Context: an optimization exercise on an open-source flow, tuned for small area. The choices shown serve that exercise and are no tape-out recipe.
At most, simulation tests tie the RTL to the original design; equivalence was not proved.

run 1:
Design dk_walk, start of the top module:
module dk_walk #(
    parameter CLOCK_RATE = 1000000,
    parameter SAMPLE_RATE = 96000
)(
    input clk,
    input I_RSTn,
    input audio_clk_en,
    input walk_en,
    output reg signed[15:0] out
);
    wire en = audio_clk_en;
    reg [7:0] lfsr;
    always @(posedge clk, negedge I_RSTn) begin
        if (!I_RSTn) lfsr <= 8'd255;
        else if (en) lfsr <= {lfsr[6:4], lfsr[3] ^ lfsr[7], lfsr[2] ^ lfsr[7], lfsr[1] ^ lfsr[7], lfsr[0], lfsr[7]};
    end
    wire [2:0] noise = {1'b0, lfsr[7:6]} - 3'd2;    
    reg [25:0] P1;
    reg w1;
    wire w_up = !walk_en;                                
    wire w_sat = w_up ? (P1[25:12] >= 14'd10832)
                      : (P1[25:16] == 10'd0) & (P1[15:14] != 2'b11);
    wire [25:0] P1_add = !en ? 26'd0
                       : w_up ? (w1 ? 26'd49887 : 26'd47718)
                              : (w1 ? -26'd47718 : -26'd49887);
    wire [25:0] P1_step;
    dkw_add #(26) u_p1(.a(P1_add), .b(P1), .ci(1'b0), .s(P1_step), .co());
    always @(posedge clk, negedge I_RSTn) begin
        if (!I_RSTn) begin
            P1 <= 26'd0;
            w1 <= 1'b0;
        end else begin
            P1 <= (en & w_sat) ? (w_up ? 26'd44421120 : 26'd0) : P1_step;
            if (en) w1 <= !w_sat & !w1;
        end
    end
    wire [13:0] tmp1 = P1[25:12];              
    reg [16:0] sq_st;
    reg sq_lo;
  ...
For scale: ~1900 cells after synthesis, about 20 I/O pins, about 0.022 mm2 of cells after synthesis.
export LEC_CHECK = 0
export ABC_AREA = 1
export CAP_MARGIN = 20
export CORE_MARGIN = 2
export CORE_UTILIZATION = 70
export SLEW_MARGIN = 20
create_clock -name core_clock -period 30.0 [get_ports {clk}]
standard.sh (not shown) runs the stock make flow with config.mk's settings and CLKGATE_MAP_FILE= SYNTH_SCRIPT=/design/flow/synth_recipe.tcl, a recipe that flattens the netlist after the stock synthesis.
==> flow/flow/run.sh <==
#!/bin/bash
# Layout flow: the standard synthesis; then netlist passes that keep
# every register and the logic function: a full-adder polarity pass
# (flow/polopt.py) and an area re-mapping of the other combinational cells
# with ABC (flow/reabc.py), repeated for eight rounds, keeping the smallest
# netlist; a yosys equivalence proof against the standard netlist
# (flow/equiv.sh) decides whether it is used. Then the standard ORFS steps,
# with clock tree synthesis told not to add dummy loads and small port
# buffers (buf_1).
# Each step writes its own log here.
set -uo pipefail
R=orfs/results/${FLOW_PLATFORM}/dk_walk/base
L=orfs/logs/${FLOW_PLATFORM}/dk_walk/base
LIBF=${FLOW_HOME}/platforms/${FLOW_PLATFORM}/lib/sky130_fd_sc_hd__tt_025C_1v80.lib
Y=${FLOW_HOME}/../tools/install/yosys/bin/yosys
[ -x "$Y" ] || Y=yosys

bash standard.sh synth > synth.log 2>&1 || exit 1
cp "$R/1_2_yosys.v" yosys_standard.v

best=yosys_standard.v
best_area=999999999
prev=yosys_standard.v
S1="strash;dch -f;map -a;topo;dnsize"
S2="strash;dch -f;&get -n;&nf -R 1000 -p;&put;topo;dnsize"
for r in 1 2 3 4 5 6 7 8; do
    if [ $((r % 2)) -eq 1 ]; then S="$S2"; else S="$S1"; fi
    python3 flow/polopt.py "$prev" round${r}_pol.v > round${r}_polopt.log 2>&1 || break
    python3 flow/reabc.py round${r}_pol.v round${r}.v "$L/1_2_yosys.log" "$Y" "$LIBF" "$S" > round${r}_reabc.log 2>&1 || break
    a=$(grep "Chip area" round${r}_reabc.log | tail -1 | awk '{printf "%d", $NF * 1000}')
    echo "round $r: area $a" >> rounds.log
    if [ -n "$a" ] && [ "$a" -lt "$best_area" ]; then best_area=$a; best=round${r}.v; fi
    prev=round${r}.v
done
echo "best: $best" >> rounds.log

if [ "$best" != yosys_standard.v ]; then
    if bash flow/equiv.sh yosys_standard.v "$best" "$Y" "$LIBF" > equiv.log 2>&1; then
        cp "$best" "$R/1_2_yosys.v"
        echo "using $best" >> equiv.log
    else
        echo "equivalence not proven, keeping the standard netlist" >> equiv.log
    fi
fi

bash standard.sh finish \
    "CTS_ARGS=-sink_clustering_enable -repair_clock_nets -sink_clustering_size 10 -sink_clustering_max_diameter 40 -buf_list sky130_fd_sc_hd__clkbuf_4 -dont_use_dummy_load" \
    "BUFFER_PORTS_ARGS=-buffer_cell sky130_fd_sc_hd__buf_1" \
    > finish.log 2>&1
Other scripts of this flow, unchanged in this note and not shown: flow/flow/equiv.sh, flow/flow/polopt.py, flow/flow/reabc.py
For run 2, these inputs were changed with respect to run 1:
# run 1
export LEC_CHECK = 0
export ABC_AREA = 1
export CAP_MARGIN = 20
export CORE_MARGIN = 2
export CORE_UTILIZATION = 70
export SLEW_MARGIN = 20
create_clock -name core_clock -period 30.0 [get_ports {clk}]
# run 2
export LEC_CHECK = 0
export ABC_AREA = 1
export CAP_MARGIN = 20
export CORE_MARGIN = 2
export CORE_UTILIZATION = 78
export SLEW_MARGIN = 20
create_clock -name core_clock -period 30.0 [get_ports {clk}]
diff --git a/flow/flow/run.sh b/flow/flow/run.sh
--- a/flow/flow/run.sh
+++ b/flow/flow/run.sh
@@ -3,5 +3,5 @@
 # every register and the logic function: a full-adder polarity pass
 # (flow/polopt.py) and an area re-mapping of the other combinational cells
-# with ABC (flow/reabc.py), repeated for eight rounds, keeping the smallest
+# with ABC (flow/reabc.py), repeated for five rounds, keeping the smallest
 # netlist; a yosys equivalence proof against the standard netlist
 # (flow/equiv.sh) decides whether it is used. Then the standard ORFS steps,
@@ -24,5 +24,5 @@
 S1="strash;dch -f;map -a;topo;dnsize"
 S2="strash;dch -f;&get -n;&nf -R 1000 -p;&put;topo;dnsize"
-for r in 1 2 3 4 5 6 7 8; do
+for r in 1 2 3 4 5; do
     if [ $((r % 2)) -eq 1 ]; then S="$S2"; else S="$S1"; fi
     python3 flow/polopt.py "$prev" round${r}_pol.v > round${r}_polopt.log 2>&1 || break
[summary]
Diff run 1 and run 2: worst slack at placement lower in run 2. The routed length on met1 reported for run 2 is smaller than that of run 1 by 1700 um. Of run 1 and run 2, run 2 shows the lower cell count, with run 1 above it.
Inputs modified between run 2 and run 3:
# run 2
export LEC_CHECK = 0
export ABC_AREA = 1
export CAP_MARGIN = 20
export CORE_MARGIN = 2
export CORE_UTILIZATION = 78
export SLEW_MARGIN = 20
create_clock -name core_clock -period 30.0 [get_ports {clk}]
# run 3
export LEC_CHECK = 0
export ABC_AREA = 1
export CAP_MARGIN = 20
export CORE_MARGIN = 2
export CORE_UTILIZATION = 70
export SLEW_MARGIN = 20
create_clock -name core_clock -period 30.0 [get_ports {clk}]
--- outcome ---
Run 3 vs run 2: number of global-route vias before repair down in run 3
Looking at run 3 and run 2, the final design area excluding fillers is a wash.
Diff run 2 -> run 3 | number of tapcells | increase of 18
Run comparison: run 3 cell with the largest stage delay on the worst path sky130_fd_sc_hd__fa_1; run 2 cell with the largest stage delay on the worst path sky130_fd_sc_hd__xnor2_1
As far as final setup TNS goes, run 3 and run 2 are indistinguishable; the numbers are identical.
Changes observed in run 3 relative to run 2: final worst clock skew lost 21 ps, die span in y went up by about 5.4%, count of buffer and inverter cells on the critical path now sits higher.
Re met2 layer usage reported by global route: run 2 was higher than run 3.

========
dk_walk, a different RTL version from the one above (not shown whole).
Size: roughly 20 I/O pins, roughly 0.023 mm² of cells after synthesis.
==> flow/design.v (excerpt) <==
module dk_walk #(
    parameter CLOCK_RATE = 1000000,
    parameter SAMPLE_RATE = 96000
)(
    input clk,
    input I_RSTn,
    input audio_clk_en,
    input walk_en,
    output reg signed[15:0] out
);
Settings: LEC_CHECK=0, ABC_AREA=1, CAP_MARGIN=20, CORE_MARGIN=2, CORE_UTILIZATION=70, SLEW_MARGIN=20; clock period 30.0 ns.
==> flow/flow/run.sh <==
#!/bin/bash
# Layout flow: the standard synthesis; then netlist passes that keep
# every register and the logic function: a full-adder polarity pass
# (flow/polopt.py) and an area re-mapping of the other combinational cells
# with ABC (flow/reabc.py), repeated for a few rounds, keeping the smallest
# netlist; a yosys equivalence proof against the standard netlist
# (flow/equiv.sh) decides whether it is used. Then the standard ORFS steps,
# with clock tree synthesis told not to add dummy loads and small port
# buffers (buf_1).
# Each step writes its own log here.
set -uo pipefail
R=orfs/results/${FLOW_PLATFORM}/dk_walk/base
L=orfs/logs/${FLOW_PLATFORM}/dk_walk/base
LIBF=${FLOW_HOME}/platforms/${FLOW_PLATFORM}/lib/sky130_fd_sc_hd__tt_025C_1v80.lib
Y=${FLOW_HOME}/../tools/install/yosys/bin/yosys
[ -x "$Y" ] || Y=yosys

bash standard.sh synth > synth.log 2>&1 || exit 1
cp "$R/1_2_yosys.v" yosys_standard.v

best=yosys_standard.v
best_area=999999999
prev=yosys_standard.v
S1="strash;dch -f;map -a;topo;dnsize"
S2="strash;dch -f;&get -n;&nf -R 1000 -p;&put;topo;dnsize"
for r in 1 2 3 4 5 6; do
    if [ $((r % 2)) -eq 1 ]; then S="$S2"; else S="$S1"; fi
    python3 flow/polopt.py "$prev" round${r}_pol.v > round${r}_polopt.log 2>&1 || break
    python3 flow/reabc.py round${r}_pol.v round${r}.v "$L/1_2_yosys.log" "$Y" "$LIBF" "$S" > round${r}_reabc.log 2>&1 || break
    a=$(grep "Chip area" round${r}_reabc.log | tail -1 | awk '{printf "%d", $NF * 1000}')
    echo "round $r: area $a" >> rounds.log
    if [ -n "$a" ] && [ "$a" -lt "$best_area" ]; then best_area=$a; best=round${r}.v; fi
    prev=round${r}.v
done
echo "best: $best" >> rounds.log

if [ "$best" != yosys_standard.v ]; then
    if bash flow/equiv.sh yosys_standard.v "$best" "$Y" "$LIBF" > equiv.log 2>&1; then
        cp "$best" "$R/1_2_yosys.v"
        echo "using $best" >> equiv.log
    else
        echo "equivalence not proven, keeping the standard netlist" >> equiv.log
    fi
fi

bash standard.sh finish \
    "CTS_ARGS=-sink_clustering_enable -repair_clock_nets -sink_clustering_size 10 -sink_clustering_max_diameter 40 -buf_list sky130_fd_sc_hd__clkbuf_4 -dont_use_dummy_load" \
    "BUFFER_PORTS_ARGS=-buffer_cell sky130_fd_sc_hd__buf_1" \
    > finish.log 2>&1
Other scripts of this flow, unchanged in this note and not shown: flow/flow/equiv.sh, flow/flow/polopt.py, flow/flow/reabc.py
Rerun with:
--- a/flow/flow/run.sh
+++ b/flow/flow/run.sh
@@ -25,3 +25,3 @@
 S2="strash;dch -f;&get -n;&nf -R 1000 -p;&put;topo;dnsize"
-for r in 1 2 3 4 5 6; do
+for r in 1; do
     if [ $((r % 2)) -eq 1 ]; then S="$S2"; else S="$S1"; fi
The new run produced a clean layout.
Worst setup slack is worse by 0.90 ns.
Die area drops by about 5.4%.
Utilization drops by 0.16 points.
Non-clock buffer count climbs by 1.
Synthesized cell count drops by 21%.
Clock-buffer cell count stays the same.
Cell area drops by about 4.5%.

========
Another version of the RTL of dk_walk (not shown whole).
Size: roughly 310 flip-flops, ~20 I/O pins, ~24,000 um^2 of cells after synthesis.
Settings: LEC_CHECK=0, ABC_AREA=1, CAP_MARGIN=20, CORE_MARGIN=2, CORE_UTILIZATION=70, CTS_BUF_LIST=sky130_fd_sc_hd__clkbuf_8, CTS_CLUSTER_DIAMETER=60, CTS_CLUSTER_SIZE=16, SLEW_MARGIN=20; clock period 30.0 ns.
run.sh (not shown) runs the stock make flow with config.mk's settings and CLKGATE_MAP_FILE= SYNTH_SCRIPT=/design/flow/synth_recipe.tcl, a recipe that flattens the netlist after the stock synthesis.
Stock flow here: none of the scripts above is used.
Next try:
Settings changed: CORE_UTILIZATION 70 to 65, CTS_CLUSTER_DIAMETER 60 to 50, CTS_CLUSTER_SIZE 16 to 18.
After rerunning: The changed run passed the timing, design-rule and antenna checks; design area is higher slightly; setup slack got worse by 0.13 ns; utilization drops by 5.3 points; global-route usage fell by 1.4 points; final cell count climbs slightly; non-clock buffer count is higher by 1; clock-buffer cell count increases by 2; die area is higher by a little under a tenth; first-iteration DRC count went down by about a fifth.

========
delta:
dk_walk, a different RTL version from the one above (not shown whole).
Size: roughly 310 flip-flops, ~25000 sq um of cells after synthesis.
==> flow/config.mk <==
export PLATFORM = sky130hd
export DESIGN_NAME = dk_walk
export DESIGN_NICKNAME = dk_walk
export VERILOG_FILES = /design/flow/design.v
export SDC_FILE = /design/flow/constraint.sdc
export NUM_CORES = 4
export LEC_CHECK = 0
export CAP_MARGIN = 20
export CORE_MARGIN = 2
export CORE_UTILIZATION = 65
export CTS_BUF_LIST = sky130_fd_sc_hd__clkbuf_16
export CTS_CLUSTER_DIAMETER = 100
export CTS_CLUSTER_SIZE = 30
export SLEW_MARGIN = 20
==> flow/constraint.sdc <==
create_clock -name core_clock -period 30.0 [get_ports {clk}]
set_input_delay 6.0000 -clock core_clock [delete_from_list [all_inputs] [get_ports {clk}]]
set_output_delay 6.0000 -clock core_clock [all_outputs]
set_load 0.01 [all_outputs]
In summary, delta completed successfully, with a layout that passed the timing, design-rule and antenna checks.
Edits applied to the flow inputs when going from delta to alpha:
Settings: CTS_CLUSTER_DIAMETER now 60, was 100; CTS_CLUSTER_SIZE now 16, was 30; CTS_BUF_LIST now sky130_fd_sc_hd__clkbuf_8, was sky130_fd_sc_hd__clkbuf_16.
--- outcome ---
Summary: via count, alpha worse than delta
Between alpha and delta, the wire length of the first global-routing pass does not differ in any meaningful way.
Sequential share of layout area: alpha vs delta, no meaningful difference
Diff delta..alpha | synthesized area | unchanged
From delta to alpha the numbers moved as follows: reg-to-reg setup timing slack has remained practically unchanged.
No run of this note included a check of the RTL's function; only the layout flow was run.

-- what the ideal ports hide --
Ports are ideal in the flow. The routed layouts listed here were re-timed in OpenROAD. Step 1 sets driving cells, clkbuf_16 on the clock port and buf_2 on the other inputs (assumed; they add their load-dependent delay and slew). Step 2 also shifts input and output timing later by t, the mid clock arrival at the registers, as if the neighbouring blocks saw the same clock. Three values: ideal ports, drivers, drivers and shift; two values: the first two.
run	shift t [ns]	setup WS [ns]	worst setup path at the end
run 1	0.734	5.910 / 5.910 / 5.910	register to register
run 2	0.710	4.017 / 4.017 / 4.017	register to register
run 3	0.734	5.910 / 5.910 / 5.910	register to register
the first run of note 2	0.770	5.487 / 5.487 / 5.487	register to register
the second run of note 2	0.735	4.586 / 4.586 / 4.586	register to register
the first run of note 3	0.603	5.714 / 5.714 / 5.714	register to register
the second run of note 3	0.661	5.586 / 5.586 / 5.586	register to register
delta	0.585	2.015 / 2.015 / 2.015	register to register
alpha	0.675	2.016 / 2.016 / 2.016	register to register
After both steps every run listed still meets setup and hold.
